From an optimization exercise on the open Yosys and OpenROAD flow, aimed at small area and a short achievable clock period; shortcuts taken in it are not production practice.
Function was checked by simulation only, so behaviour that the tests miss may differ from the original.
Power figures rest on the tool's default switching activity, not on a simulated workload.

===== design/flow/config.mk =====
export PLATFORM = sky130hd
export DESIGN_NAME = rob
export DESIGN_NICKNAME = rob
export VERILOG_FILES = /design/flow/design.v
export SDC_FILE = /design/flow/constraint.sdc
export NUM_CORES = 8
export LEC_CHECK = 0
export CAP_MARGIN = 20
export CORE_MARGIN = 2
export CORE_UTILIZATION = 42
export PLACE_DENSITY = 0.55
export SLEW_MARGIN = 20

===== design/flow/constraint.sdc =====
create_clock -name core_clock -period 12.0 [get_ports {clk}]
set_input_delay 2.4000 -clock core_clock [delete_from_list [all_inputs] [get_ports {clk}]]
set_output_delay 2.4000 -clock core_clock [all_outputs]
set_load 0.01 [all_outputs]

===== design/flow/design.v =====
`timescale 1ns / 1ps
module rob(
    input clk,
    input reset,
    input logic [3:0] inserted,
    input logic [4:0] archReg0,
    input logic [7:0] physReg0,
    input logic [10:0] opcode0,
    input logic [4:0] archReg1,
    input logic [7:0] physReg1,
    input logic [10:0] opcode1,
    input logic [4:0] archReg2,
    input logic [7:0] physReg2,
    input logic [10:0] opcode2,
    input logic [4:0] archReg3,
    input logic [7:0] physReg3,
    input logic [10:0] opcode3,
    input logic flushInst,
    input logic [6:0] flushIndex,
    input logic exception,
    input logic [6:0] exceptionIndex,
    input logic [3:0] executed,
    input logic [6:0] executedIndex0,
    input logic [6:0] executedIndex1,
    input logic [6:0] executedIndex2,
    input logic [6:0] executedIndex3,
    output logic [2:0] numCommited,
    output logic [3:0] commitValid,
    output logic [4:0] commitArchReg0,
    output logic [7:0] commitPhysReg0,
    output logic [10:0] commitOpcode0,
    output logic [4:0] commitArchReg1,
    output logic [7:0] commitPhysReg1,
    output logic [10:0] commitOpcode1,
    output logic [4:0] commitArchReg2,
    output logic [7:0] commitPhysReg2,
    output logic [10:0] commitOpcode2,
    output logic [4:0] commitArchReg3,
    output logic [7:0] commitPhysReg3,
    output logic [10:0] commitOpcode3,
    output logic full
);
    logic [6:0] head, tail;
    logic [3:0] hhi1;           
    logic [7:0] count;
    logic full_r;               
    logic nfull_r;              
    logic fi;
    assign fi = ~nfull_r;
    logic [127:0][23:0] P;      
    logic [127:0] E, OK;        
    logic [3:0] FE, FOK;        
    logic [3:0][3:0] rfa;       
    logic [3:0][7:0] rfb;       
    logic [3:0][23:0] din;
    assign din[0] = {archReg0, physReg0, opcode0};
    assign din[1] = {archReg1, physReg1, opcode1};
    assign din[2] = {archReg2, physReg2, opcode2};
    assign din[3] = {archReg3, physReg3, opcode3};
    logic [3:0][6:0] xidx;
    assign xidx[0] = executedIndex0;
    assign xidx[1] = executedIndex1;
    assign xidx[2] = executedIndex2;
    assign xidx[3] = executedIndex3;
    logic [4:0] N;              
    logic [3:0] T;              
    always_comb begin
        T[0] = FE[0];
        T[1] = FE[0] & FE[1];
        T[2] = FE[0] & FE[1] & FE[2];
        T[3] = FE[0] & FE[1] & FE[2] & FE[3];
        N[0] = ~FE[0];
        N[1] = T[0] & ~FE[1];
        N[2] = T[1] & ~FE[2];
        N[3] = T[2] & ~FE[3];
        N[4] = T[3];
    end
    logic [3:0] H;              
    logic [3:0] cvr;
    logic [2:0] ncr;
    logic [3:0][23:0] Oq;       
    assign commitValid = cvr;
    assign numCommited = ncr;
    assign full = full_r;
    assign {commitArchReg0, commitPhysReg0, commitOpcode0} = Oq[0];
    assign {commitArchReg1, commitPhysReg1, commitOpcode1} = Oq[1];
    assign {commitArchReg2, commitPhysReg2, commitOpcode2} = Oq[2];
    assign {commitArchReg3, commitPhysReg3, commitOpcode3} = Oq[3];
    logic [4:0] M;              
    always_comb begin
        case (inserted)
            4'b0000: M = 5'b00001;
            4'b0001, 4'b0010, 4'b0100, 4'b1000: M = 5'b00010;
            4'b0111, 4'b1011, 4'b1101, 4'b1110: M = 5'b01000;
            4'b1111: M = 5'b10000;
            default: M = 5'b00100;
        endcase
        if (fi) M = 5'b00001;
    end
    logic [3:0] TL;             
    logic [3:0][3:0] wa;        
    logic [3:0][7:0] wb;        
    logic [3:0][23:0] wd;       
    logic [3:0][31:0] wsel;     
    always_comb begin
        for (int b = 0; b < 4; b++) begin
            wd[b] = 24'd0;
            for (int k = 0; k < 4; k++)
                wd[b] = wd[b] | ({24{TL[(b - k) & 3]}} & din[k]);
            for (int r = 0; r < 32; r++)
                wsel[b][r] = ~fi & wa[b][r / 8] & wb[b][r % 8];
        end
    end
    logic [127:0] hitE, hitF;
    always_comb begin
        for (int i = 0; i < 128; i++) begin
            hitE[i] = 1'b0;
            for (int p = 0; p < 4; p++)
                if (executed[p] && xidx[p] == 7'(i)) hitE[i] = 1'b1;
            hitF[i] = (flushInst && flushIndex == 7'(i)) || (exception && exceptionIndex == 7'(i));
        end
    end
    logic [3:0] AE, AOK;
    logic [3:0][23:0] rdat;
    always_comb begin
        for (int b = 0; b < 4; b++) begin
            AE[b] = 1'b0;
            AOK[b] = 1'b0;
            rdat[b] = 24'd0;
            for (int r = 0; r < 32; r++) begin
                AE[b] = AE[b] | (rfa[b][r / 8] & rfb[b][r % 8] & E[4*r+b]);
                AOK[b] = AOK[b] | (rfa[b][r / 8] & rfb[b][r % 8] & OK[4*r+b]);
                rdat[b] = rdat[b] | ({24{rfa[b][r / 8] & rfb[b][r % 8]}} & P[4*r+b]);
            end
        end
    end
    logic [7:0] SE, SOK;
    always_comb begin
        for (int j = 0; j < 4; j++) begin
            SE[j] = FE[j];
            SOK[j] = FOK[j];
            SE[4+j] = 1'b0;
            SOK[4+j] = 1'b0;
            for (int b = 0; b < 4; b++) begin
                SE[4+j] = SE[4+j] | (H[(b - j) & 3] & AE[b]);
                SOK[4+j] = SOK[4+j] | (H[(b - j) & 3] & AOK[b]);
            end
        end
    end
    logic [7:0][6:0] hp;
    logic [7:0] wrh;            
    always_comb begin
        for (int j = 0; j < 8; j++) begin
            logic [3:0] lo;
            lo = {1'b0, head[2:0]} + 4'(j);
            hp[j] = {lo[3] ? hhi1 : head[6:3], lo[2:0]};
        end
    end
    logic [3:0] FE_n, FOK_n;
    always_comb begin
        for (int k = 0; k < 4; k++) begin
            logic [6:0] tgt;
            logic srcE, srcOK, wr, hit, hitf;
            tgt = 7'd0;
            srcE = 1'b0;
            srcOK = 1'b0;
            wr = 1'b0;
            for (int j = 0; j < 5; j++) begin
                tgt = tgt | ({7{N[j]}} & hp[j+k]);
                srcE = srcE | (N[j] & SE[j+k]);
                srcOK = srcOK | (N[j] & SOK[j+k]);
                wr = wr | (N[j] & wrh[j+k]);
            end
            hit = 1'b0;
            for (int p = 0; p < 4; p++)
                hit = hit | (executed[p] & (xidx[p] == tgt));
            hitf = (flushInst & (flushIndex == tgt)) | (exception & (exceptionIndex == tgt));
            FE_n[k] = hit | (srcE & ~wr);
            FOK_n[k] = ~hitf & (srcOK | wr);
        end
    end
    logic [3:0] cv_n;
    always_comb begin
        cv_n[0] = FE_n[0] & FOK_n[0];
        cv_n[1] = FE_n[0] & FE_n[1] & FOK_n[1];
        cv_n[2] = FE_n[0] & FE_n[1] & FE_n[2] & FOK_n[2];
        cv_n[3] = FE_n[0] & FE_n[1] & FE_n[2] & FE_n[3] & FOK_n[3];
    end
    logic [2:0] nc_n;
    logic [4:0] Nn;
    always_comb begin
        Nn[0] = ~FE_n[0];
        Nn[1] = FE_n[0] & ~FE_n[1];
        Nn[2] = FE_n[0] & FE_n[1] & ~FE_n[2];
        Nn[3] = FE_n[0] & FE_n[1] & FE_n[2] & ~FE_n[3];
        Nn[4] = FE_n[0] & FE_n[1] & FE_n[2] & FE_n[3];
        nc_n[0] = (Nn[1] & FOK_n[0])
            | (Nn[2] & ~FOK_n[0] & FOK_n[1])
            | (Nn[2] & FOK_n[0] & ~FOK_n[1])
            | (Nn[3] & ~FOK_n[0] & ~FOK_n[1] & FOK_n[2])
            | (Nn[3] & ~FOK_n[0] & FOK_n[1] & ~FOK_n[2])
            | (Nn[3] & FOK_n[0] & ~FOK_n[1] & ~FOK_n[2])
            | (Nn[3] & FOK_n[0] & FOK_n[1] & FOK_n[2])
            | (Nn[4] & ~FOK_n[0] & ~FOK_n[1] & ~FOK_n[2] & FOK_n[3])
            | (Nn[4] & ~FOK_n[0] & ~FOK_n[1] & FOK_n[2] & ~FOK_n[3])
            | (Nn[4] & ~FOK_n[0] & FOK_n[1] & ~FOK_n[2] & ~FOK_n[3])
            | (Nn[4] & ~FOK_n[0] & FOK_n[1] & FOK_n[2] & FOK_n[3])
            | (Nn[4] & FOK_n[0] & ~FOK_n[1] & ~FOK_n[2] & ~FOK_n[3])
            | (Nn[4] & FOK_n[0] & ~FOK_n[1] & FOK_n[2] & FOK_n[3])
            | (Nn[4] & FOK_n[0] & FOK_n[1] & ~FOK_n[2] & FOK_n[3])
            | (Nn[4] & FOK_n[0] & FOK_n[1] & FOK_n[2] & ~FOK_n[3]);
        nc_n[1] = (Nn[2] & FOK_n[0] & FOK_n[1])
            | (Nn[3] & ~FOK_n[0] & FOK_n[1] & FOK_n[2])
            | (Nn[3] & FOK_n[0] & ~FOK_n[1] & FOK_n[2])
            | (Nn[3] & FOK_n[0] & FOK_n[1] & ~FOK_n[2])
            | (Nn[3] & FOK_n[0] & FOK_n[1] & FOK_n[2])
            | (Nn[4] & ~FOK_n[0] & ~FOK_n[1] & FOK_n[2] & FOK_n[3])
            | (Nn[4] & ~FOK_n[0] & FOK_n[1] & ~FOK_n[2] & FOK_n[3])
            | (Nn[4] & ~FOK_n[0] & FOK_n[1] & FOK_n[2] & ~FOK_n[3])
            | (Nn[4] & ~FOK_n[0] & FOK_n[1] & FOK_n[2] & FOK_n[3])
            | (Nn[4] & FOK_n[0] & ~FOK_n[1] & ~FOK_n[2] & FOK_n[3])
            | (Nn[4] & FOK_n[0] & ~FOK_n[1] & FOK_n[2] & ~FOK_n[3])
            | (Nn[4] & FOK_n[0] & ~FOK_n[1] & FOK_n[2] & FOK_n[3])
            | (Nn[4] & FOK_n[0] & FOK_n[1] & ~FOK_n[2] & ~FOK_n[3])
            | (Nn[4] & FOK_n[0] & FOK_n[1] & ~FOK_n[2] & FOK_n[3])
            | (Nn[4] & FOK_n[0] & FOK_n[1] & FOK_n[2] & ~FOK_n[3]);
        nc_n[2] = (Nn[4] & FOK_n[0] & FOK_n[1] & FOK_n[2] & FOK_n[3]);
    end
    logic [3:0] retire_b;
    always_comb begin
        for (int b = 0; b < 4; b++) begin
            retire_b[b] = 1'b0;
            for (int k = 0; k < 4; k++)
                retire_b[b] = retire_b[b] | (H[(b - k) & 3] & T[k]);
        end
    end
    logic [4:0][6:0] tail_c;
    logic [4:0][7:0] count_c;
    logic [4:0] full_c;
    logic [8:0][7:0] cd;        
    logic [4:0][7:0] wrh_c;
    always_comb begin
        for (int d = 0; d < 9; d++) cd[d] = count + 8'(d) - 8'd4;
        for (int j = 0; j < 5; j++) begin
            tail_c[j] = tail + 7'(j);
            count_c[j] = 8'd0;
            for (int i = 0; i < 5; i++)
                count_c[j] = count_c[j] | ({8{N[i]}} & cd[j - i + 4]);
            full_c[j] = 1'b0;
            for (int i = 0; i < 5; i++)
                full_c[j] = full_c[j] | (N[i] & (cd[j - i + 4] > 8'd124));
            for (int q = 0; q < 8; q++)
                wrh_c[j][q] = ~full_c[j] && (count_c[j] <= 8'(q)) && (count_c[j] + 8'd3 >= 8'(q));
        end
    end
    always_ff @(posedge clk) begin
        for (int i = 0; i < 128; i++)
            if (wsel[i % 4][i / 4]) P[i] <= wd[i % 4];
    end
    always_ff @(posedge clk) begin
        for (int i = 0; i < 128; i++) begin
            if (!reset && i < 4) E[i] <= 1'b0;
            else E[i] <= hitE[i] | (E[i] & ~wsel[i % 4][i / 4]);
            OK[i] <= ~hitF[i] & (OK[i] | wsel[i % 4][i / 4]);
        end
    end
    logic [3:0][23:0] O_n;
    always_comb begin
        for (int k = 0; k < 4; k++) begin
            logic [3:0] selO, selB, selD;
            logic wr;
            wr = 1'b0;
            for (int j = 0; j < 5; j++) wr = wr | (N[j] & wrh[j+k]);
            for (int q = 0; q < 4; q++) selO[q] = (q >= k) ? (N[(q - k) % 5] & ~wr) : 1'b0;
            for (int b = 0; b < 4; b++) begin
                selB[b] = 1'b0;
                for (int j = 0; j < 5; j++)
                    if (j + k >= 4) selB[b] = selB[b] | (N[j] & H[(b - j - k) & 3]);
                selB[b] = selB[b] & ~wr;
            end
            for (int p = 0; p < 4; p++) begin
                selD[p] = 1'b0;
                for (int j = 0; j < 5; j++)
                    selD[p] = selD[p] | (N[j] & wrh[j+k] & (count[1:0] == 2'(j + k - p)));
            end
            O_n[k] = 24'd0;
            for (int q = 0; q < 4; q++) O_n[k] = O_n[k] | ({24{selO[q]}} & Oq[q]);
            for (int b = 0; b < 4; b++) O_n[k] = O_n[k] | ({24{selB[b]}} & rdat[b]);
            for (int p = 0; p < 4; p++) O_n[k] = O_n[k] | ({24{selD[p]}} & din[p]);
        end
    end
    always_ff @(posedge clk) begin
        Oq <= O_n;
    end
    always_ff @(posedge clk) begin
        FOK <= FOK_n;
        if (!reset) begin
            head <= 7'd0;
            H <= 4'b0001;
            TL <= 4'b0001;
            hhi1 <= 4'd1;
            tail <= 7'd0;
            count <= 8'd0;
            full_r <= 1'b0;
            nfull_r <= 1'b1;
            wrh <= 8'b00001111;
            FE <= 4'd0;
            cvr <= 4'd0;
            ncr <= 3'd0;
            for (int b = 0; b < 4; b++) begin
                rfa[b] <= 4'b0001;
                rfb[b] <= 8'b00000010;
                wa[b] <= 4'b0001;
                wb[b] <= 8'b00000001;
            end
        end else begin
            logic [6:0] tn;
            logic [7:0] cn;
            logic fn;
            tn = 7'd0;
            cn = 8'd0;
            fn = 1'b0;
            for (int j = 0; j < 5; j++) begin
                tn = tn | ({7{M[j]}} & tail_c[j]);
                cn = cn | ({8{M[j]}} & count_c[j]);
                fn = fn | (M[j] & full_c[j]);
            end
            tail <= tn;
            for (int b = 0; b < 4; b++) begin
                logic tl, hh;
                tl = 1'b0;
                hh = 1'b0;
                for (int j = 0; j < 5; j++) begin
                    tl = tl | (M[j] & TL[(b - j) & 3]);
                    hh = hh | (N[j] & H[(b - j) & 3]);
                end
                TL[b] <= tl;
                H[b] <= hh;
            end
            count <= cn;
            full_r <= fn;
            nfull_r <= ~fn;
            begin
                logic [7:0] wn;
                wn = 8'd0;
                for (int j = 0; j < 5; j++) wn = wn | ({8{M[j]}} & wrh_c[j]);
                wrh <= wn;
            end
            begin
                logic [6:0] hn;
                hn = 7'd0;
                for (int j = 0; j < 5; j++) hn = hn | ({7{N[j]}} & hp[j]);
                head <= hn;
                hhi1 <= hn[6:3] + 4'd1;
            end
            FE <= FE_n;
            cvr <= cv_n;
            ncr <= nc_n;
            for (int b = 0; b < 4; b++) begin
                logic adv;
                adv = 1'b0;
                for (int j = 1; j < 5; j++)
                    for (int o = 0; o < 4; o++)
                        if (o < j) adv = adv | (M[j] & TL[(b - o) & 3]);
                if (adv) begin
                    wb[b] <= {wb[b][6:0], wb[b][7]};
                    if (wb[b][7]) wa[b] <= {wa[b][2:0], wa[b][3]};
                end
            end
            for (int b = 0; b < 4; b++) begin
                if (retire_b[b]) begin
                    rfb[b] <= {rfb[b][6:0], rfb[b][7]};
                    if (rfb[b][7]) rfa[b] <= {rfa[b][2:0], rfa[b][3]};
                end
            end
        end
    end
endmodule

===== design/flow/flow/run.sh =====
#!/bin/bash
# The standard layout (standard.sh), with these changes to how it is made:
#  - timing repair aims at a setup slack of MARGIN ns instead of the default, so the
#    resizer keeps working on paths well inside the (unchanged) clock period;
#  - clock tree sinks are clustered in groups of up to 24 flip-flops, without dummy loads;
#  - the port buffers are plain buffers (buf_2), which the resizer can size, rather than
#    delay cells;
#  - before detailed placement, flow/pre_dp.tcl puts each flip-flop that drives an output
#    port buffer beside that buffer;
#  - up to 15 rounds of antenna repair after detailed routing (default 5).
# The clock period and constraints are the design's; make's output goes to standard.log,
# each ORFS step's own log is under orfs/logs/.
set -euo pipefail
HERE=$(pwd)
MARGIN=8.25
CTS="-sink_clustering_enable -repair_clock_nets -sink_clustering_size 24 -sink_clustering_max_diameter 100 -dont_use_dummy_load"
bash standard.sh SETUP_SLACK_MARGIN=$MARGIN "CTS_ARGS=$CTS" \
  "BUFFER_PORTS_ARGS=-buffer_cell sky130_fd_sc_hd__buf_2" \
  PRE_DETAIL_PLACE_TCL=$HERE/flow/pre_dp.tcl MAX_REPAIR_ANTENNAS_ITER_DRT=15 finish > standard.log 2>&1

===== design/flow/flow/pre_dp.tcl =====
# Before detailed placement: put each flip-flop that drives an output port's buffer right
# beside that buffer, so the register-to-port wire is short. Detailed
# placement then legalizes the moved cells.
set block [ord::get_db_block]
set die [$block getDieArea]
set cx [expr {([$die xMin] + [$die xMax]) / 2}]
set cy [expr {([$die yMin] + [$die yMax]) / 2}]
set moved 0
foreach bt [$block getBTerms] {
  if {[$bt getIoType] != "OUTPUT"} { continue }
  set net [$bt getNet]
  if {$net == "NULL"} { continue }
  set buf ""
  foreach it [$net getITerms] { if {[$it isOutputSignal]} { set buf [$it getInst] } }
  if {$buf == ""} { continue }
  set in ""
  foreach it [$buf getITerms] { if {[$it isInputSignal]} { set in [$it getNet] } }
  if {$in == "" || $in == "NULL"} { continue }
  if {[llength [$in getBTerms]] != 0} { continue }
  set ff ""
  foreach it [$in getITerms] { if {[$it isOutputSignal]} { set ff [$it getInst] } }
  if {$ff == "" || ![[$ff getMaster] isSequential]} { continue }
  set bl [$buf getLocation]
  set bx [lindex $bl 0]; set by [lindex $bl 1]
  set dx [expr {$cx - $bx}]; set dy [expr {$cy - $by}]
  set d [expr {sqrt(double($dx*$dx + $dy*$dy))}]
  if {$d < 1} { set d 1 }
  set step 8000.0
  set nx [expr {int($bx + $dx / $d * $step)}]
  set ny [expr {int($by + $dy / $d * $step)}]
  $ff setLocation $nx $ny
  incr moved
}
puts "pre_dp: moved $moved output flip-flops beside their port buffers"

===== design/flow/standard.sh =====
#!/bin/bash
# synth_recipe.tcl (not shown) runs the flow's synth.tcl, then flattens the netlist and writes it again
# the make line also repeats each setting of config.mk as NAME=value (left out here)
make -C /OpenROAD-flow-scripts/flow DESIGN_CONFIG=/design/flow/config.mk WORK_HOME=/design/flow/orfs CLKGATE_MAP_FILE= SYNTH_SCRIPT=/design/flow/synth_recipe.tcl "${@:-finish}"

==> out/results.txt, run 1 <==
outcome = finished clean
DR iter-0 viols = 21300
die footprint = 0.355 mm^2
Critical Path, Cell by Cell = buf_2, xor2_1, nor4_1, nand4_1, o211ai_4, inv_2, xnor2_2, xnor2_2, nor3_2, a221o_1
Worst-path clk slew = 0.11 ns
final count of pins violating max slew = 0
Tmin final = 3.92 ns
setup_tns = 0 ns
Cells after DPL = 15000
Final Non-Filler Cells = 15500
cts bufs inserted = 180
CTS tree = yes
top post-synthesis cells by area = edfxtp_1 63%, a22oi_1 8.2%, dfxtp_1 6.8%, a221oi_1 3.3%, a22o_1 3.0%
vias in the first global route = 104000
Via density = 7.25
WP buf/inv = 2
most instantiated cells after synthesis = 3072 x edfxtp_1, 1612 x a22oi_1, 779 x clkbuf_1
worst vdd ir = 114 uV
number of flops mapped to enable cells by yosys = 3072
Worst Skew = 0.135 ns
switching part of the total = 28.5%
DP HPWL = 389000 um
R2R depth = 12
standard-cell rows = 217
cell family with most CP delay = simple AND/OR/NAND/NOR gates
Seq/Total Area, Yosys = 69.4%
Die Span Y = 596 um
Hold Crit Class = flop to flop
Syn Nets = 10900
most frequent cell after synthesis = edfxtp_1
initial antenna violation count = 75
most frequent CP cell = xnor2_2
number of synthesized register bits = 3572
Port Buffers = 253
core region area = 0.349 mm^2
leakage dissipation = 53.0 nW
Yosys top cell area share = 62.6%
required time worst endpoint = 12.74 ns
maximum clock rate = 255 MHz
DRC viols = 0
Gate Count Post-Synth = 10700
# IOs = 254
syn avg cell area = 13.8 um^2
htree depth = 4
grt total ovfl = 0
final setup fails = 0
max-cap violations = 0
Worst Setup End Kind = flop
Final Instance Area = 0.164 mm^2
slowest stage delay, CP = 0.44 ns
Setup CP Type = input pin to flop
Comb power frac = 17.8%
synthesized area = 0.147 mm^2
FFs w/ async S/R, synth = 0%
largest area contributor in the netlist = edfxtp_1
unrepaired setup endpoints after global routing = yes
Num Clock Sinks = 3572
antenna-violating nets left = 0
initial core utilization = 42.2%
worst slew pin tran = 1.28 ns
Clk pwr share = 25.1%
Clock Tree Root = clkbuf_16
CP Max Fanout = 9
share of power burned in registers = 57.1%
DR WL/cell = 43.9 um
Post-synth top flop = edfxtp_1
final wirelength = 679000 um
Arr. time, crit path = 4.65 ns
post-synth cell types = 104
total track usage = 36.9%
switching power = 0.00750 W
fin crit share = 32.6%
CP Depth = 10
Fin. Hold Viols = 0
RD Place Congestion = 0.973
warnings from Yosys = 1
Cell Int Power = 0.0188 W
vias = 112000
layout net count = 11000
largest net degree at the start of global routing = 77
FILL cells = 30500
CP max stage cell = nor4_1
Post-DP Area = 0.154 mm^2
Initial DRT Pass Iterations = 13
worst rel slew slack = 14.1%
clock buffer depth = 4
WHS Path Cells = 2
layout cells sized above 1 = 16.7%
PwrDens = 161 mW/mm^2
Area growth, synth to finish = 11.3%
Die W = 596 um
Setup crit start kind = input pin
worst skew pair latency = 0.99 ns
first-pass GRT wire length = 904000 um
sequential cells by signal, summed over array words and instances (netlist names):
name,count
rfb,32
rfa,16
Oq,96
wb,32
count,8
OK,128
head,7
cvr,4
TL,4
FOK,4
E,128
nfull_r,1
hhi1,4
H,4
wa,16
ncr,3
wrh,8
full_r,1
P,3072
FE,4
placed cells by master, fill, tap and decap left out, types with 34 or more instances in the layout:
cell type / Yosys / layout
a21oi_1: 141 / 133
a221oi_1: 547 / 535
a222oi_1: 75 / 75
a22o_1: 498 / 498
a22oi_1: 1612 / 1608
and2_1: 164 / 106
and2_2: 0 / 55
buf_2: 47 / 133
buf_4: 16 / 609
buf_6: 2 / 108
clkbuf_16: 0 / 182
dfxtp_1: 500 / 350
dfxtp_2: 0 / 82
dfxtp_4: 0 / 68
edfxtp_1: 3072 / 3072
ha_1: 48 / 34
inv_1: 195 / 53
inv_2: 8 / 104
mux2i_1: 60 / 50
nand2_1: 660 / 603
nand2_2: 0 / 56
nand3_1: 500 / 492
nand4_1: 254 / 254
nor2_1: 414 / 379
nor3_1: 87 / 46
nor3_2: 2 / 37
o21ai_0: 116 / 102
o22ai_1: 65 / 57
or3_1: 48 / 39
or4_1: 72 / 53
xnor2_1: 110 / 100
xor2_1: 42 / 38
through the flow:
step	power, W	hold slack (ns)	util, %	worst slack [ns]
floorplan	0.0171	0.445	-	7.29
global placement	0.0188	0.464	44.2	6.50
detailed placement	0.0190	0.467	44.2	6.44
CTS	0.0259	0.483	46.6	8.06
global route	0.0269	0.505	47.0	7.98
finish	0.0263	0.486	47.0	8.08
worst paths after layout:
path | startpoint | to | slack [ns]
max | exceptionIndex[1] | ncr[0]$_SDFF_PN0_ | 8.08
min | wa[0]$_SDFFE_PN1P_ | wa[1]$_SDFFE_PN0P_ | 0.49
max reg2reg | rfb[20]$_SDFFE_PN0N_ | ncr[0]$_SDFF_PN0_ | 8.09
min reg2reg | wa[0]$_SDFFE_PN1P_ | wa[1]$_SDFFE_PN0P_ | 0.49
worst reg2reg max path: cells and delay by family (launching register included):
kind / cells / cell delay [ns]
AOI/OAI and AO/OA: 5 / 1.79
xor gates and xnor gates: 2 / 0.34
DFF: 1 / 0.58
and+or+nand+nor: 4 / 0.88
buffers and inverters: 1 / 0.07
layout make-up:
type | instances | area [um^2] | area share [%]
antenna | 21 | 52.6 | 0.0321
sequential | 3572 | 103000 | 62.6
tap | 4599 | 5750 | 3.51
inverter | 212 | 888 | 0.542
clock buffer | 180 | 4500 | 2.75
multi-input combinational | 5974 | 42600 | 26.0
timing repair buffer | 906 | 7520 | 4.59
per-layer routing:
layer | part of all wire [%] | GRT usage [%] | vias up
li1 | - | - | 43300
met1 | 37 | 49.3 | 57700
met2 | 43 | 55.7 | 9226
met3 | 13 | 10.3 | 1913
met4 | 6.1 | 17.8 | 40
met5 | 0.051 | 0.0270 | -
kinds of logic (layout without fill, tap and decap cells):
family | Yosys count | count (layout) | share of synthesized area (%)
mux | 74 | 74 | 0.515
xor+xnor | 159 | 159 | 1.01
simple gates | 2374 | 2374 | 7.95
buf+inv | 1150 | 1298 | 3.03
flops | 3572 | 3572 | 69.4
fa+ha+maj | 48 | 48 | 0.408
compound gates | 3319 | 3319 | 17.7
other cells | 0 | 21 | 0
what timing repair did:
action                                 in CTS  in global routing
pin swaps                                  62                 50
cloned                                      3                  2
endpoints found under the hold margin       0                  0
buffers inserted                          175                 67
hold buffers                                0                  0
resized for setup                         591                142
setup endpoints to repair                 329                201
power groups by stage:
stage	clock network, W	registers [W]	logic, W
5_1_grt	0.00700	0.0151	0.00480
3_5_place_dp	0	0.0153	0.00365
2_1_floorplan	0	0.0152	0.00188
3_3_place_gp	0	0.0153	0.00350
6_report	0.00660	0.0150	0.00470
4_1_cts	0.00661	0.0150	0.00430
==> run 2: changes to the inputs <==
--- a/design/flow/flow/run.sh
+++ b/design/flow/flow/run.sh
@@ -12,7 +12,7 @@
 # each ORFS step's own log is under orfs/logs/.
 set -euo pipefail
 HERE=$(pwd)
-MARGIN=8.25
+MARGIN=8.4
 CTS="-sink_clustering_enable -repair_clock_nets -sink_clustering_size 24 -sink_clustering_max_diameter 100 -dont_use_dummy_load"
 bash standard.sh SETUP_SLACK_MARGIN=$MARGIN "CTS_ARGS=$CTS" \
   "BUFFER_PORTS_ARGS=-buffer_cell sky130_fd_sc_hd__buf_2" \
==> out/results.txt, run 2 <==
RR Endpoint = ncr[1]$_SDFF_PN0_
Num Clock Sinks = 3572
Cell Int Power = 0.0189 W
Largest register FFs = 3072
Syn Nets = 10900
required time worst endpoint = 12.73 ns
worst skew pair latency = 0.92 ns
number of synthesized register bits = 3572
CTS tree = yes
switching part of the total = 28.6%
layout net count = 11100
outcome = finished clean
worst slew pin tran = 1.26 ns
Tot Pwr = 0.0265 W
main combinational cell family by area after synthesis = compound AO/OA/AOI/OAI gates
warnings from Yosys = 1
DRC viols = 0
Tmin final = 4.12 ns
synthesized area = 0.147 mm^2
Die W = 596 um
RD Place Congestion = 0.953
most frequent cells in the layout = 3072 x edfxtp_1, 1609 x a22oi_1, 619 x nand2_1
Worst Setup End Kind = flop
most frequent cell after synthesis = edfxtp_1
largest area contributor in the netlist = edfxtp_1
top post-synthesis cells by area = edfxtp_1 63%, a22oi_1 8.2%, dfxtp_1 6.8%, a221oi_1 3.3%, a22o_1 3.0%
PwrDens = 161 mW/mm^2
Hold Crit Endpoint = wa[11]$_SDFFE_PN0P_
DR WL/cell = 44.5 um
final wirelength = 690000 um
post-synthesis xor/xnor area fraction = 1.01%
Gate Count Post-Synth = 10700
switching power = 0.00759 W
standard-cell rows = 217
largest net degree at the start of global routing = 62
vias = 112000
FFs w/ async S/R, synth = 0%
post-synthesis mux area share = 0.515%
Setup crit start kind = input pin
number of flops mapped to enable cells by yosys = 3072
compound-gate portion of the synthesized area = 17.7%
Clock Tree Root = clkbuf_16
worst rel slew slack = 16.0%
Post-DP Area = 0.155 mm^2
Fin. Hold Viols = 0
WHS Path Cells = 2
Hold Crit Start = wa[10]$_SDFFE_PN0P_
leakage dissipation = 53.3 nW
layout cells sized above 1 = 17.6%
R2R depth = 12
Post-Synth Simple-Gate Area = 7.95%
R2R Setup Slk = 7.89 ns
Port Buffers = 253
Area growth, synth to finish = 12.1%
syn avg cell area = 13.8 um^2
first-pass GRT wire length = 915000 um
Synth Area in Adders = 0.408%
Worst-path clk slew = 0.09 ns
unrepaired setup endpoints after global routing = yes
setup_tns = 0 ns
cts bufs inserted = 181
Seq/Total Area, Yosys = 69.4%
total track usage = 37.5%
Setup CP Type = input pin to flop
core region area = 0.349 mm^2
maximum clock rate = 243 MHz
Final Instance Area = 0.165 mm^2
DR iter-0 viols = 20600
# IOs = 254
max-cap violations = 0
clock buffer depth = 4
most instantiated cells after synthesis = 3072 x edfxtp_1, 1612 x a22oi_1, 779 x clkbuf_1
worst vdd ir = 147 uV
vias in the first global route = 105000
DP HPWL = 393000 um
initial core utilization = 42.2%
grt total ovfl = 0
Largest Register = P
Reg2Reg Launch Point = rfb[24]$_SDFFE_PN0N_
CP Max Fanout = 11
Yosys top cell area share = 62.6%
antenna-violating nets left = 0
Die Span Y = 596 um
Initial DRT Pass Iterations = 20
Hold Crit Class = flop to flop
htree depth = 4
Comb power frac = 18.2%
Via density = 7.24
fin util = 47.3%
Storage cell area = 0.103 mm^2
area of the multi-input gates = 0.0434 mm^2
die footprint = 0.355 mm^2
# hold bufs at CTS = 0
final setup fails = 0
most common cell after layout, fill and taps aside = edfxtp_1
Largest regs = P x3072, E x128, OK x128
Worst Skew = 0.0801 ns
FILL cells = 30400
initial antenna violation count = 64
Clk pwr share = 25.0%
final count of pins violating max slew = 0
post-synth cell types = 104
Arr. time, crit path = 4.85 ns
fin crit share = 34.3%
Post-synth top flop = edfxtp_1
share of power burned in registers = 56.8%
[run 2: cell counts after synthesis]
Identical to the previous run, type by type.
[run 2: power by group through the flow]
stage	combinational (W)	clock [W]	sequential, W
final	0.00484	0.00662	0.0151
after detailed placement	0.00364	0	0.0154
after CTS	0.00437	0.00662	0.0151
after floorplan	0.00189	0	0.0152
after global routing	0.00494	0.00700	0.0151
after global placement	0.00348	0	0.0154
[run 2: cell type report]
class                           instances  area share [%]
Antenna cell                           35          0.0531
Inverter                              212           0.528
Multi-Input combinational cell       5976            26.3
Clock buffer                          181            2.74
Timing Repair Buffer                  929            4.72
Sequential cell                      3572            62.2
Tap cell                             4599            3.49
[run 2: critical path, stage by stage]
cell and delay, ns:
buf_2 0.48, nor3_1 0.20, o2111ai_1 0.28, nor4_1 0.08, a211o_2 0.31, inv_4 0.08, buf_4 0.12, nand2b_4 0.06
or3_1 0.29, and3_1 0.18, o311a_1 0.37
[run 2: worst max-delay path by stage]
stage	start	end	slack, ns	cells after the start
final	flushIndex[3]	ncr[1]$_SDFF_PN0_	7.88	11
after CTS	rfa[14]$_SDFFE_PN0P_	ncr[0]$_SDFF_PN0_	7.89	13
after global routing	rfb[24]$_SDFFE_PN0N_	ncr[0]$_SDFF_PN0_	7.74	12
after detailed placement	inserted[1]	wa[15]$_SDFFE_PN0P_	6.50	11
after floorplan	inserted[1]	wa[4]$_SDFFE_PN1P_	7.29	14
after global placement	inserted[1]	wa[15]$_SDFFE_PN0P_	6.46	11
[run 2: metal layers]
metal	global-route usage, %	part of all wire, %	vias up
met5	0.0135	0.036	-
met4	19.0	6.4	38
met3	10.9	13	2159
met2	56.8	44	9110
met1	49.1	37	57600
li1	-	-	43400
[run 2: repair_timing]
| action | CTS | global route |
|---|---|---|
| pin swaps | 59 | 70 |
| cloned | 4 | 4 |
| buffers inserted | 191 | 63 |
| resized for setup | 617 | 230 |
| endpoints found under the setup margin | 311 | 272 |
[run 2: logic make-up (layout without fill, tap and decap cells)]
family,count (synthesis),in the layout
compound gates,3319,3319
xor+xnor,159,159
fa+ha+maj,48,48
buf+inv,1150,1322
flops,3572,3572
mux,74,74
other cells,0,35
simple gates,2374,2376
[run 2: stage by stage]
step / worst slack, ns / std cells / hold WS, ns
after global placement: 6.46 / 15000 / 0.465
after detailed placement: 6.50 / 15000 / 0.476
after CTS: 7.89 / 15400 / 0.481
after floorplan: 7.29 / 10700 / 0.445
after global routing: 7.74 / 15500 / 0.509
final: 7.88 / 15500 / 0.492
==> run 3: changes to the inputs <==
--- a/design/flow/design.v
+++ b/design/flow/design.v
@@ -50,6 +50,7 @@
     logic [127:0][23:0] P;      
     logic [127:0] E, OK;        
     logic [3:0] FE, FOK;        
+    logic [3:0][4:0] rq;        
     logic [3:0][3:0] rfa;       
     logic [3:0][7:0] rfb;       
     logic [3:0][23:0] din;
@@ -130,7 +131,7 @@
             for (int r = 0; r < 32; r++) begin
                 AE[b] = AE[b] | (rfa[b][r / 8] & rfb[b][r % 8] & E[4*r+b]);
                 AOK[b] = AOK[b] | (rfa[b][r / 8] & rfb[b][r % 8] & OK[4*r+b]);
-                rdat[b] = rdat[b] | ({24{rfa[b][r / 8] & rfb[b][r % 8]}} & P[4*r+b]);
+                rdat[b] = rdat[b] | ({24{rq[b] == 5'(r)}} & P[4*r+b]);
             end
         end
     end
@@ -308,6 +309,7 @@
             cvr <= 4'd0;
             ncr <= 3'd0;
             for (int b = 0; b < 4; b++) begin
+                rq[b] <= 5'd1;
                 rfa[b] <= 4'b0001;
                 rfb[b] <= 8'b00000010;
                 wa[b] <= 4'b0001;
@@ -368,6 +370,7 @@
                 end
             end
             for (int b = 0; b < 4; b++) begin
+                rq[b] <= rq[b] + {4'd0, retire_b[b]};
                 if (retire_b[b]) begin
                     rfb[b] <= {rfb[b][6:0], rfb[b][7]};
                     if (rfb[b][7]) rfa[b] <= {rfa[b][2:0], rfa[b][3]};
==> design/flow/flow/run.sh (replaced) <==
#!/bin/bash
# The standard layout (standard.sh), with these changes to how it is made:
#  - timing repair aims at a setup slack of MARGIN ns instead of the default, so the
#    resizer keeps working on paths well inside the (unchanged) clock period;
#  - clock tree sinks are clustered in groups of up to 22 flip-flops, without dummy loads;
#  - the port buffers are plain buffers (buf_2), which the resizer can size, rather than
#    delay cells;
#  - before detailed placement, flow/pre_dp.tcl puts each flip-flop that drives an output
#    port buffer beside that buffer;
#  - up to 15 rounds of antenna repair after detailed routing (default 5).
# The clock period and constraints are the design's; make's output goes to standard.log,
# each ORFS step's own log is under orfs/logs/.
set -euo pipefail
HERE=$(pwd)
MARGIN=8.25
CTS="-sink_clustering_enable -repair_clock_nets -sink_clustering_size 22 -sink_clustering_max_diameter 100 -dont_use_dummy_load"
bash standard.sh SETUP_SLACK_MARGIN=$MARGIN "CTS_ARGS=$CTS" \
  "BUFFER_PORTS_ARGS=-buffer_cell sky130_fd_sc_hd__buf_2" \
  PRE_DETAIL_PLACE_TCL=$HERE/flow/pre_dp.tcl MAX_REPAIR_ANTENNAS_ITER_DRT=15 finish > standard.log 2>&1
==> out/results.txt, run 3 <==
outcome = finished clean
grt total ovfl = 0
Final Non-Filler Cells = 15500
CTS tree = yes
initial core utilization = 42.2%
layout cells sized above 1 = 16.9%
Cell Int Power = 0.0192 W
number of flops mapped to enable cells by yosys = 3072
maximum clock rate = 253 MHz
cts bufs inserted = 195
layout net count = 11100
Clk pwr share = 25.7%
Post-DP Area = 0.155 mm^2
Via density = 7.28
Tmin final = 3.95 ns
setup_tns = 0 ns
worst slew pin tran = 1.30 ns
total track usage = 36.9%
FFs w/ async S/R, synth = 0%
Syn Nets = 10800
clock buffer depth = 4
DR WL/cell = 43.8 um
RD Place Congestion = 0.951
required time worst endpoint = 9.60 ns
fin util = 47.4%
top post-synthesis cells by area = edfxtp_1 63%, a22oi_1 8.9%, dfxtp_1 7.1%, a221oi_1 2.9%, a22o_1 2.5%
Yosys top cell area share = 62.7%
worst rel slew slack = 12.9%
most frequent cell after synthesis = edfxtp_1
max-cap violations = 0
antenna-violating nets left = 0
Initial DRT Pass Iterations = 14
cell family with most CP delay = flip-flops
Final Instance Area = 0.165 mm^2
initial antenna violation count = 36
Die W = 596 um
switching part of the total = 28.9%
Worst-path clk slew = 0.09 ns
worst hold slack = 0.492 ns
htree depth = 4
fin crit share = 32.9%
unrepaired setup endpoints after global routing = yes
worst skew pair latency = 1.03 ns
switching power = 0.00777 W
standard-cell rows = 217
syn avg cell area = 13.9 um^2
slowest stage delay, CP = 0.37 ns
leakage dissipation = 53.0 nW
number of synthesized register bits = 3592
WP buf/inv = 1
Largest regs = P x3072, E x128, OK x128
Area growth, synth to finish = 12.4%
CP Max Fanout = 2
Seq/Total Area, Yosys = 69.8%
WHS Path Cells = 2
Post-synth top flop = edfxtp_1
vias = 113000
largest area contributor in the netlist = edfxtp_1
Comb power frac = 18.3%
DR iter-0 viols = 21400
core region area = 0.349 mm^2
Cells after DPL = 15000
CP Depth = 1
Clock Tree Root = clkbuf_16
most frequent cells in the layout = 3072 x edfxtp_1, 1744 x a22oi_1, 605 x buf_4
DRC viols = 0
Largest Register = P
final setup fails = 0
Gate Count Post-Synth = 10600
Fin. Hold Viols = 0
post-synth cell types = 107
most common cell after layout, fill and taps aside = edfxtp_1
Worst Skew = 0.146 ns
Hold Crit Class = flop to flop
first-pass GRT wire length = 901000 um
Arr. time, crit path = 1.55 ns
most instantiated cells after synthesis = 3072 x edfxtp_1, 1748 x a22oi_1, 636 x clkbuf_1
DP HPWL = 401000 um
# hold bufs at CTS = 0
Setup CP Type = flop to output port
Port Buffers = 253
vias in the first global route = 105000
Setup crit start kind = flop
Largest register FFs = 3072
final count of pins violating max slew = 0
R2R depth = 13
# IOs = 254
warnings from Yosys = 1
PwrDens = 163 mW/mm^2
Die Span Y = 596 um
Critical Path, Cell by Cell = buf_8
die footprint = 0.355 mm^2
synthesized area = 0.147 mm^2
final wirelength = 679000 um
Num Clock Sinks = 3592
largest net degree at the start of global routing = 69
CP max stage cell = dfxtp_4
Worst Setup End Kind = output port
share of power burned in registers = 56.1%
worst vdd ir = 130 uV
## run 3: what timing repair did
item                                    CTS  global route
buffers inserted                        161            77
cloned                                    7             3
resized for setup                       558           188
endpoints found under the setup margin  295           191
pin swaps                                35            63
## run 3: power groups by stage
stage	logic [W]	registers [W]	clock network (W)
after floorplan	0.00191	0.0152	0
after global placement	0.00357	0.0154	0
after detailed placement	0.00376	0.0154	0
after CTS	0.00447	0.0151	0.00690
after global routing	0.00496	0.0151	0.00729
final	0.00492	0.0151	0.00691
## run 3: layer usage
metal,share of wire (%),vias up,routed length (um),global-route usage (%)
li1,-,43400,-,-
met1,37,57900,249000,48.9
met2,43,9615,291000,54.6
met3,14,1928,91800,10.5
met4,6.8,18,46100,20.1
met5,0.059,-,400,0.717
## run 3: worst reg2reg max path, cell delays in order, from the launching register on
cell and delay [ns]:
dfxtp_1 0.32, buf_6 0.30, and4b_4 0.35, buf_4 0.23
and2_1 0.25, a221oi_1 0.29, nand2b_2 0.55, a221oi_2 0.45
a211oi_2 0.12, buf_4 0.19, xor2_1 0.15, xnor3_1 0.22
nand3_1 0.13, o2bb2ai_4 0.22
## run 3: logic make-up after synthesis
logic type	Yosys count	synth area share, %
xor gates and xnor gates	187	1.16
and+or+nand+nor	2351	7.77
AOI/OAI and AO/OA	3292	17.5
adders and majority gates	56	0.476
DFF	3592	69.8
buffers and inverters	1012	2.69
muxes	91	0.652
## run 3: area by class of cell
class                      count  area [um^2]
antenna                       38         95.1
clock buffer                 195         4880
fill                       30100       184000
inverter                     198          833
multi-input combinational   5983        43300
sequential                  3592       103000
tap                         4599         5750
timing repair buffer         901         7500
## run 3: through the flow
step | total power [W] | worst slack [ns]
floorplan | 0.0171 | 7.30
global placement | 0.0190 | 6.33
detailed placement | 0.0192 | 6.31
CTS | 0.0265 | 8.05
global route | 0.0274 | 8.04
finish | 0.0269 | 8.05
## run 3: final timing paths
path	start	to	slack, ns
hold reg to reg	wa[11]$_SDFFE_PN0P_	wa[11]$_SDFFE_PN0P_	0.49
hold / removal	wa[11]$_SDFFE_PN0P_	wa[11]$_SDFFE_PN0P_	0.49
setup / recovery	Oq[78]$_DFF_P_	commitOpcode3[6]	8.05
setup reg to reg	FE[3]$_SDFF_PN0_	ncr[0]$_SDFF_PN0_	8.15
==> run 4: changes to the inputs <==
--- a/design/flow/config.mk
+++ b/design/flow/config.mk
@@ -7,6 +7,6 @@
 export LEC_CHECK = 0
 export CAP_MARGIN = 20
 export CORE_MARGIN = 2
-export CORE_UTILIZATION = 42
-export PLACE_DENSITY = 0.55
+export CORE_UTILIZATION = 45
+export PLACE_DENSITY = 0.58
 export SLEW_MARGIN = 20
==> out/results.txt, run 4 <==
largest net degree at the start of global routing = 66
warnings from Yosys = 1
post-synth cell types = 107
most common cell after layout, fill and taps aside = edfxtp_1
Post-synth top flop = edfxtp_1
standard-cell rows = 209
Largest register FFs = 3072
Initial DRT Pass Iterations = 20
worst hold slack = 0.491 ns
top post-synthesis cells by area = edfxtp_1 63%, a22oi_1 8.9%, dfxtp_1 7.1%, a221oi_1 2.9%, a22o_1 2.5%
R2R Setup Slk = 8.04 ns
Die W = 576 um
PwrDens = 163 mW/mm^2
R2R depth = 11
CP Max Fanout = 10
Clock Tree Root = clkbuf_16
Num Clock Sinks = 3592
Fin. Hold Viols = 0
most instantiated cells after synthesis = 3072 x edfxtp_1, 1748 x a22oi_1, 636 x clkbuf_1
DR iter-0 viols = 22100
Tmin final = 3.96 ns
initial antenna violation count = 28
slowest stage delay, CP = 0.93 ns
vias in the first global route = 104000
Seq/Total Area, Yosys = 69.8%
Yosys top cell area share = 62.7%
grt total ovfl = 0
Largest Register = P
number of flops mapped to enable cells by yosys = 3072
worst rel slew slack = 7.23%
fin crit share = 33.0%
Critical Path, Cell by Cell = a22o_1, a221o_1, a221o_1, o21ai_0, nand4_1, a222oi_1, a211oi_4, xor2_1, xnor3_1, nand3_1, o2bb2ai_2
Worst Setup End Kind = flop
layout net count = 11000
# IOs = 254
first-pass GRT wire length = 886000 um
worst vdd ir = 139 uV
Post-DP Area = 0.155 mm^2
RD Place Congestion = 0.960
Via density = 7.38
Arr. time, crit path = 4.77 ns
most frequent cells in the layout = 3072 x edfxtp_1, 1745 x a22oi_1, 569 x nand2_1
Worst Skew = 0.0919 ns
worst skew pair latency = 0.94 ns
RR Endpoint = ncr[0]$_SDFF_PN0_
layout cells sized above 1 = 16.2%
Hold Crit Class = flop to flop
required time worst endpoint = 12.82 ns
unrepaired setup endpoints after global routing = yes
max-cap violations = 0
DP HPWL = 394000 um
FILL cells = 27400
WHS Path Cells = 2
die footprint = 0.331 mm^2
Largest regs = P x3072, E x128, OK x128
most frequent CP cell = a221o_1
largest area contributor in the netlist = edfxtp_1
setup_tns = 0 ns
number of synthesized register bits = 3592
Syn Nets = 10800
worst slew pin tran = 1.39 ns
initial core utilization = 45.3%
Gate Count Post-Synth = 10600
clock buffer depth = 4
outcome = finished clean
final wirelength = 666000 um
pre-CTS setup slack = 6.30 ns
vias = 112000
most frequent cell after synthesis = edfxtp_1
DRC viols = 0
CP max stage cell = a222oi_1
final setup margin = 8.04 ns
htree depth = 4
core region area = 0.325 mm^2
# hold bufs at CTS = 0
syn avg cell area = 13.9 um^2
DR WL/cell = 43.8 um
antenna-violating nets left = 0
Setup CP Type = flop to flop
Final Instance Area = 0.164 mm^2
Port Buffers = 253
Hold Crit Start = OK[25]$_DFF_P_
leakage dissipation = 52.7 nW
final setup fails = 0
cts bufs inserted = 194
final count of pins violating max slew = 0
Area growth, synth to finish = 11.7%
Hold Crit Endpoint = OK[25]$_DFF_P_
CTS tree = yes
FFs w/ async S/R, synth = 0%
Die Span Y = 576 um
Reg2Reg Launch Point = rfb[21]$_SDFFE_PN0N_
WP buf/inv = 0
Worst-path clk slew = 0.09 ns
synthesized area = 0.147 mm^2
Setup crit start kind = flop
maximum clock rate = 253 MHz
cell family with most CP delay = compound AO/OA/AOI/OAI gates
total track usage = 38.8%
run 4: final cells by class:
class,count,area [um^2],area share [%]
Antenna cell,32,80.1,0.0487
Clock buffer,194,4850,2.96
Inverter,198,815,0.496
Multi-Input combinational cell,5986,43000,26.2
Sequential cell,3592,103000,62.7
Tap cell,4325,5410,3.29
Timing Repair Buffer,866,7130,4.34
run 4: stage by stage:
stage                     cells  util (%)  power, W
after global placement    14700      47.6    0.0189
final                     15200      50.6    0.0268
after global routing      15200      50.6    0.0273
after detailed placement  14700      47.6    0.0191
after CTS                 15100      50.1    0.0263
after floorplan           10600         -    0.0171
run 4: tightest hold or removal path: cells and delay by family (launching register included):
kind / cells / cell delay, ns
simple gates: 2 / 0.13
flops: 1 / 0.33
run 4: cell families after synthesis:
kind of cell | after synthesis | synth area share [%]
DFF | 3592 | 69.8
and+or+nand+nor | 2351 | 7.77
xor gates and xnor gates | 187 | 1.16
AOI/OAI and AO/OA | 3292 | 17.5
muxes | 91 | 0.652
buffers and inverters | 1012 | 2.69
adders and majority gates | 56 | 0.476
run 4: per-layer routing:
| metal | global-route usage [%] | up-vias | wire, um |
|---|---|---|---|
| met5 | 0.100 | - | 483 |
| met4 | 22.3 | 20 | 49000 |
| met3 | 11.4 | 2027 | 94700 |
| met2 | 57.0 | 9760 | 282000 |
| met1 | 51.2 | 57100 | 240000 |
| li1 | - | 43300 | - |
run 4: worst max-delay path by stage:
stage | depth (start not counted) | slack (ns) | start | endpoint
after global placement | 13 | 6.33 | inserted[1] | wa[14]$_SDFFE_PN0P_
after detailed placement | 13 | 6.30 | inserted[1] | wa[14]$_SDFFE_PN0P_
after global routing | 9 | 8.01 | flushIndex[0] | ncr[0]$_SDFF_PN0_
after CTS | 11 | 8.07 | rfb[31]$_SDFFE_PN0N_ | ncr[0]$_SDFF_PN0_
after floorplan | 14 | 7.30 | inserted[1] | wa[4]$_SDFFE_PN1P_
final | 11 | 8.04 | rfb[21]$_SDFFE_PN0N_ | ncr[0]$_SDFF_PN0_
run 4: where the power goes:
part / internal (W) / switching, W
sequential: 0.0147 / 0.000412
combinational: 0.00157 / 0.00331
clock: 0.00288 / 0.00395
run 4: what timing repair did:
item / in CTS / in global routing
setup endpoints to repair: 275 / 198
resized for setup: 536 / 160
cloned: 7 / 4
pin swaps: 38 / 28
buffers inserted: 160 / 53
==> run 5: changes to the inputs <==
--- a/design/flow/flow/run.sh
+++ b/design/flow/flow/run.sh
@@ -3,7 +3,7 @@
 #  - timing repair aims at a setup slack of MARGIN ns instead of the default, so the
 #    resizer keeps working on paths well inside the (unchanged) clock period;
 #  - clock tree sinks are clustered in groups of up to 22 flip-flops, without dummy loads;
-#  - the port buffers are plain buffers (buf_2), which the resizer can size, rather than
+#  - the port buffers are plain buffers (buf_4), which the resizer can size, rather than
 #    delay cells;
 #  - before detailed placement, flow/pre_dp.tcl puts each flip-flop that drives an output
 #    port buffer beside that buffer;
@@ -15,5 +15,5 @@
 MARGIN=8.25
 CTS="-sink_clustering_enable -repair_clock_nets -sink_clustering_size 22 -sink_clustering_max_diameter 100 -dont_use_dummy_load"
 bash standard.sh SETUP_SLACK_MARGIN=$MARGIN "CTS_ARGS=$CTS" \
-  "BUFFER_PORTS_ARGS=-buffer_cell sky130_fd_sc_hd__buf_2" \
+  "BUFFER_PORTS_ARGS=-buffer_cell sky130_fd_sc_hd__buf_4" \
   PRE_DETAIL_PLACE_TCL=$HERE/flow/pre_dp.tcl MAX_REPAIR_ANTENNAS_ITER_DRT=15 finish > standard.log 2>&1
--- a/design/flow/config.mk
+++ b/design/flow/config.mk
@@ -7,6 +7,6 @@
 export LEC_CHECK = 0
 export CAP_MARGIN = 20
 export CORE_MARGIN = 2
-export CORE_UTILIZATION = 45
-export PLACE_DENSITY = 0.58
+export CORE_UTILIZATION = 42
+export PLACE_DENSITY = 0.55
 export SLEW_MARGIN = 20
==> out/results.txt, run 5 <==
Setup crit start kind = flop
Largest regs = P x3072, E x128, OK x128
Worst Skew = 0.161 ns
syn avg cell area = 13.9 um^2
Post-synth top flop = edfxtp_1
unrepaired setup endpoints after global routing = yes
Area growth, synth to finish = 13.0%
largest net degree at the start of global routing = 64
layout net count = 11100
DR iter-0 viols = 21600
worst rel slew slack = 16.3%
largest area contributor in the netlist = edfxtp_1
outcome = finished clean
htree depth = 4
core region area = 0.349 mm^2
maximum clock rate = 254 MHz
initial antenna violation count = 32
final wirelength = 688000 um
final count of pins violating max slew = 0
warnings from Yosys = 1
Reg2Reg Launch Point = FE[0]$_SDFF_PN0_
FFs w/ async S/R, synth = 0%
switching part of the total = 28.9%
clock buffer depth = 4
layout cells sized above 1 = 17.4%
most frequent cell after synthesis = edfxtp_1
Clk pwr share = 25.6%
RD Place Congestion = 0.943
share of power burned in registers = 55.7%
slowest stage delay, CP = 0.37 ns
worst vdd ir = 132 uV
first-pass GRT wire length = 913000 um
Clock Tree Root = clkbuf_16
CTS tree = yes
Syn Nets = 10800
Final Non-Filler Cells = 15500
Worst Setup End Kind = output port
number of flops mapped to enable cells by yosys = 3072
worst slew pin tran = 1.25 ns
Hold Crit Endpoint = wa[2]$_SDFFE_PN0P_
Comb power frac = 18.8%
leakage dissipation = 53.4 nW
max-cap violations = 0
Die Span Y = 596 um
post-synth cell types = 107
Critical Path, Cell by Cell = buf_12
setup_tns = 0 ns
die footprint = 0.355 mm^2
DRC viols = 0
Worst-path clk slew = 0.09 ns
worst hold slack = 0.476 ns
CP Max Fanout = 2
Via density = 7.27
# hold bufs at CTS = 0
Hold Crit Start = wa[1]$_SDFFE_PN0P_
synthesized area = 0.147 mm^2
Seq/Total Area, Yosys = 69.8%
standard-cell rows = 217
fin crit share = 32.9%
R2R depth = 11
grt total ovfl = 0
DR WL/cell = 44.3 um
antenna-violating nets left = 0
total track usage = 37.4%
cell family with most CP delay = flip-flops
Arr. time, crit path = 1.54 ns
initial core utilization = 42.2%
most common cell after layout, fill and taps aside = edfxtp_1
Cells after DPL = 15000
Die W = 596 um
cts bufs inserted = 196
Gate Count Post-Synth = 10600
vias = 113000
pre-CTS setup slack = 6.19 ns
Tmin final = 3.94 ns
WP buf/inv = 1
Setup CP Type = flop to output port
most frequent cells in the layout = 3072 x edfxtp_1, 1743 x a22oi_1, 778 x buf_4
Hold Crit Class = flop to flop
required time worst endpoint = 9.60 ns
number of synthesized register bits = 3592
# IOs = 254
Fin. Hold Viols = 0
Port Buffers = 253
Yosys top cell area share = 62.7%
PwrDens = 163 mW/mm^2
Largest Register = P
most instantiated cells after synthesis = 3072 x edfxtp_1, 1748 x a22oi_1, 636 x clkbuf_1
vias in the first global route = 105000
Num Clock Sinks = 3592
WHS Path Cells = 2
top post-synthesis cells by area = edfxtp_1 63%, a22oi_1 8.9%, dfxtp_1 7.1%, a221oi_1 2.9%, a22o_1 2.5%
final setup margin = 8.06 ns
switching power = 0.00784 W
CP max stage cell = dfxtp_4
RR Endpoint = Oq[18]$_DFF_P_
R2R Setup Slk = 8.07 ns
Largest register FFs = 3072
worst skew pair latency = 1.03 ns
Initial DRT Pass Iterations = 11
Cell Int Power = 0.0193 W
FILL cells = 30200
DP HPWL = 402000 um
final setup fails = 0
run 5: worst max-delay path by stage:
stage	from	endpoint	slack, ns	cells past startpoint
after floorplan	inserted[1]	wa[4]$_SDFFE_PN1P_	7.30	14
after detailed placement	head[2]$_SDFF_PN0_	ncr[0]$_SDFF_PN0_	6.19	13
after global placement	inserted[1]	wa[4]$_SDFFE_PN1P_	6.34	13
after CTS	Oq[81]$_DFF_P_	commitOpcode3[9]	8.03	1
final	Oq[81]$_DFF_P_	commitOpcode3[9]	8.06	1
after global routing	Oq[81]$_DFF_P_	commitOpcode3[9]	8.06	1
run 5: power by group through the flow:
stage | clock [W] | combinational [W] | sequential (W)
final | 0.00693 | 0.00509 | 0.0151
after global routing | 0.00730 | 0.00513 | 0.0151
after CTS | 0.00692 | 0.00462 | 0.0151
after detailed placement | 0 | 0.00393 | 0.0154
after global placement | 0 | 0.00370 | 0.0154
after floorplan | 0 | 0.00191 | 0.0152
run 5: layout make-up:
| cell class | count | area, um^2 | area share, % |
|---|---|---|---|
| Antenna cell | 24 | 60.1 | 0.0361 |
| Clock buffer | 196 | 4900 | 2.95 |
| Inverter | 198 | 821 | 0.494 |
| Multi-Input combinational cell | 5983 | 43200 | 26.0 |
| Sequential cell | 3592 | 103000 | 62.0 |
| Tap cell | 4599 | 5750 | 3.46 |
| Timing Repair Buffer | 954 | 8370 | 5.03 |
run 5: logic make-up (layout without fill, tap and decap cells):
| group | count (synthesis) | after routing | share of synthesized area [%] |
|---|---|---|---|
| buffers and inverters | 1012 | 1348 | 2.69 |
| XOR/XNOR | 187 | 187 | 1.16 |
| adder cells (fa/ha/maj) | 56 | 56 | 0.476 |
| flip-flops | 3592 | 3592 | 69.8 |
| multiplexers | 91 | 91 | 0.652 |
| AND/OR/NAND/NOR | 2351 | 2357 | 7.77 |
| AO/OA/AOI/OAI | 3292 | 3292 | 17.5 |
| other | 0 | 24 | 0 |
run 5: routing by layer:
| layer | global-route usage, % | part of all wire (%) | routed length (um) |
|---|---|---|---|
| met1 | 50.2 | 37 | 254000 |
| met2 | 55.3 | 43 | 294000 |
| met3 | 9.72 | 13 | 91600 |
| met4 | 20.9 | 7.0 | 48100 |
| met5 | 0.595 | 0.068 | 471 |
run 5: stage by stage:
stage	utilization, %	instance area [um^2]	total power, W
3_3_place_gp	44.7	156000	0.0191
4_1_cts	47.0	164000	0.0266
2_1_floorplan	-	147000	0.0171
5_1_grt	47.6	166000	0.0276
3_5_place_dp	44.7	156000	0.0194
6_report	47.6	166000	0.0271
run 5: tightest hold or removal path: cells and delay by family, from the launching register on:
kind,cells,cell delay [ns]
DFF,1,0.32
AOI/OAI and AO/OA,1,0.06
and+or+nand+nor,1,0.08
run 5: what timing repair did:
action / 4_1_cts / 5_1_grt
endpoints found under the hold margin: 0 / 0
buffers inserted: 177 / 101
pin swaps: 32 / 61
gates resized for setup: 538 / 191
gates cloned: 7 / 5
setup endpoints to repair: 292 / 223

==> afterwards: timing with drivers on the ports <==
The results above use ideal ports. As a check the final layouts listed here were re-extracted and re-timed, cells and wires unchanged.
Step 1 (the two cells are an assumption about what drives the block):
set clk [get_ports {clk}]
set_driving_cell -lib_cell sky130_fd_sc_hd__clkbuf_16 $clk
set_driving_cell -lib_cell sky130_fd_sc_hd__buf_2 [delete_from_list [all_inputs] $clk]
Step 2 times the ports against the registers' clock, not the clock port: input delays grow and output delays shrink by t, the midpoint of the rising clock arrivals with the driver on.
a / b / c = ideal ports / drivers / drivers and shift; a / b = the first two.
run	t (ns)	setup WS [ns]	hold slack, ns	clock arrival spread, ns	worst register clock-pin slew, ns
run 1	1.010	8.083 / 8.004 / 7.067	0.486 / 0.486 / 0.486	0.177 / 0.176	0.12 / 0.12
run 2	0.996	7.882 / 7.893 / 6.924	0.492 / 0.492 / 0.492	0.096 / 0.096	0.10 / 0.10
run 3	1.050	8.052 / 7.955 / 7.209	0.492 / 0.492 / 0.492	0.161 / 0.161	0.11 / 0.11
run 4	1.004	8.043 / 8.043 / 7.148	0.491 / 0.491 / 0.491	0.095 / 0.095	0.10 / 0.10
run 5	1.048	8.055 / 7.947 / 7.185	0.476 / 0.476 / 0.476	0.172 / 0.172	0.11 / 0.11
After both steps setup and hold are still met in every run listed. For run 1, which loses most, drivers alone change the setup slack by -0.079 ns; drivers and shift together by -1.016 ns.
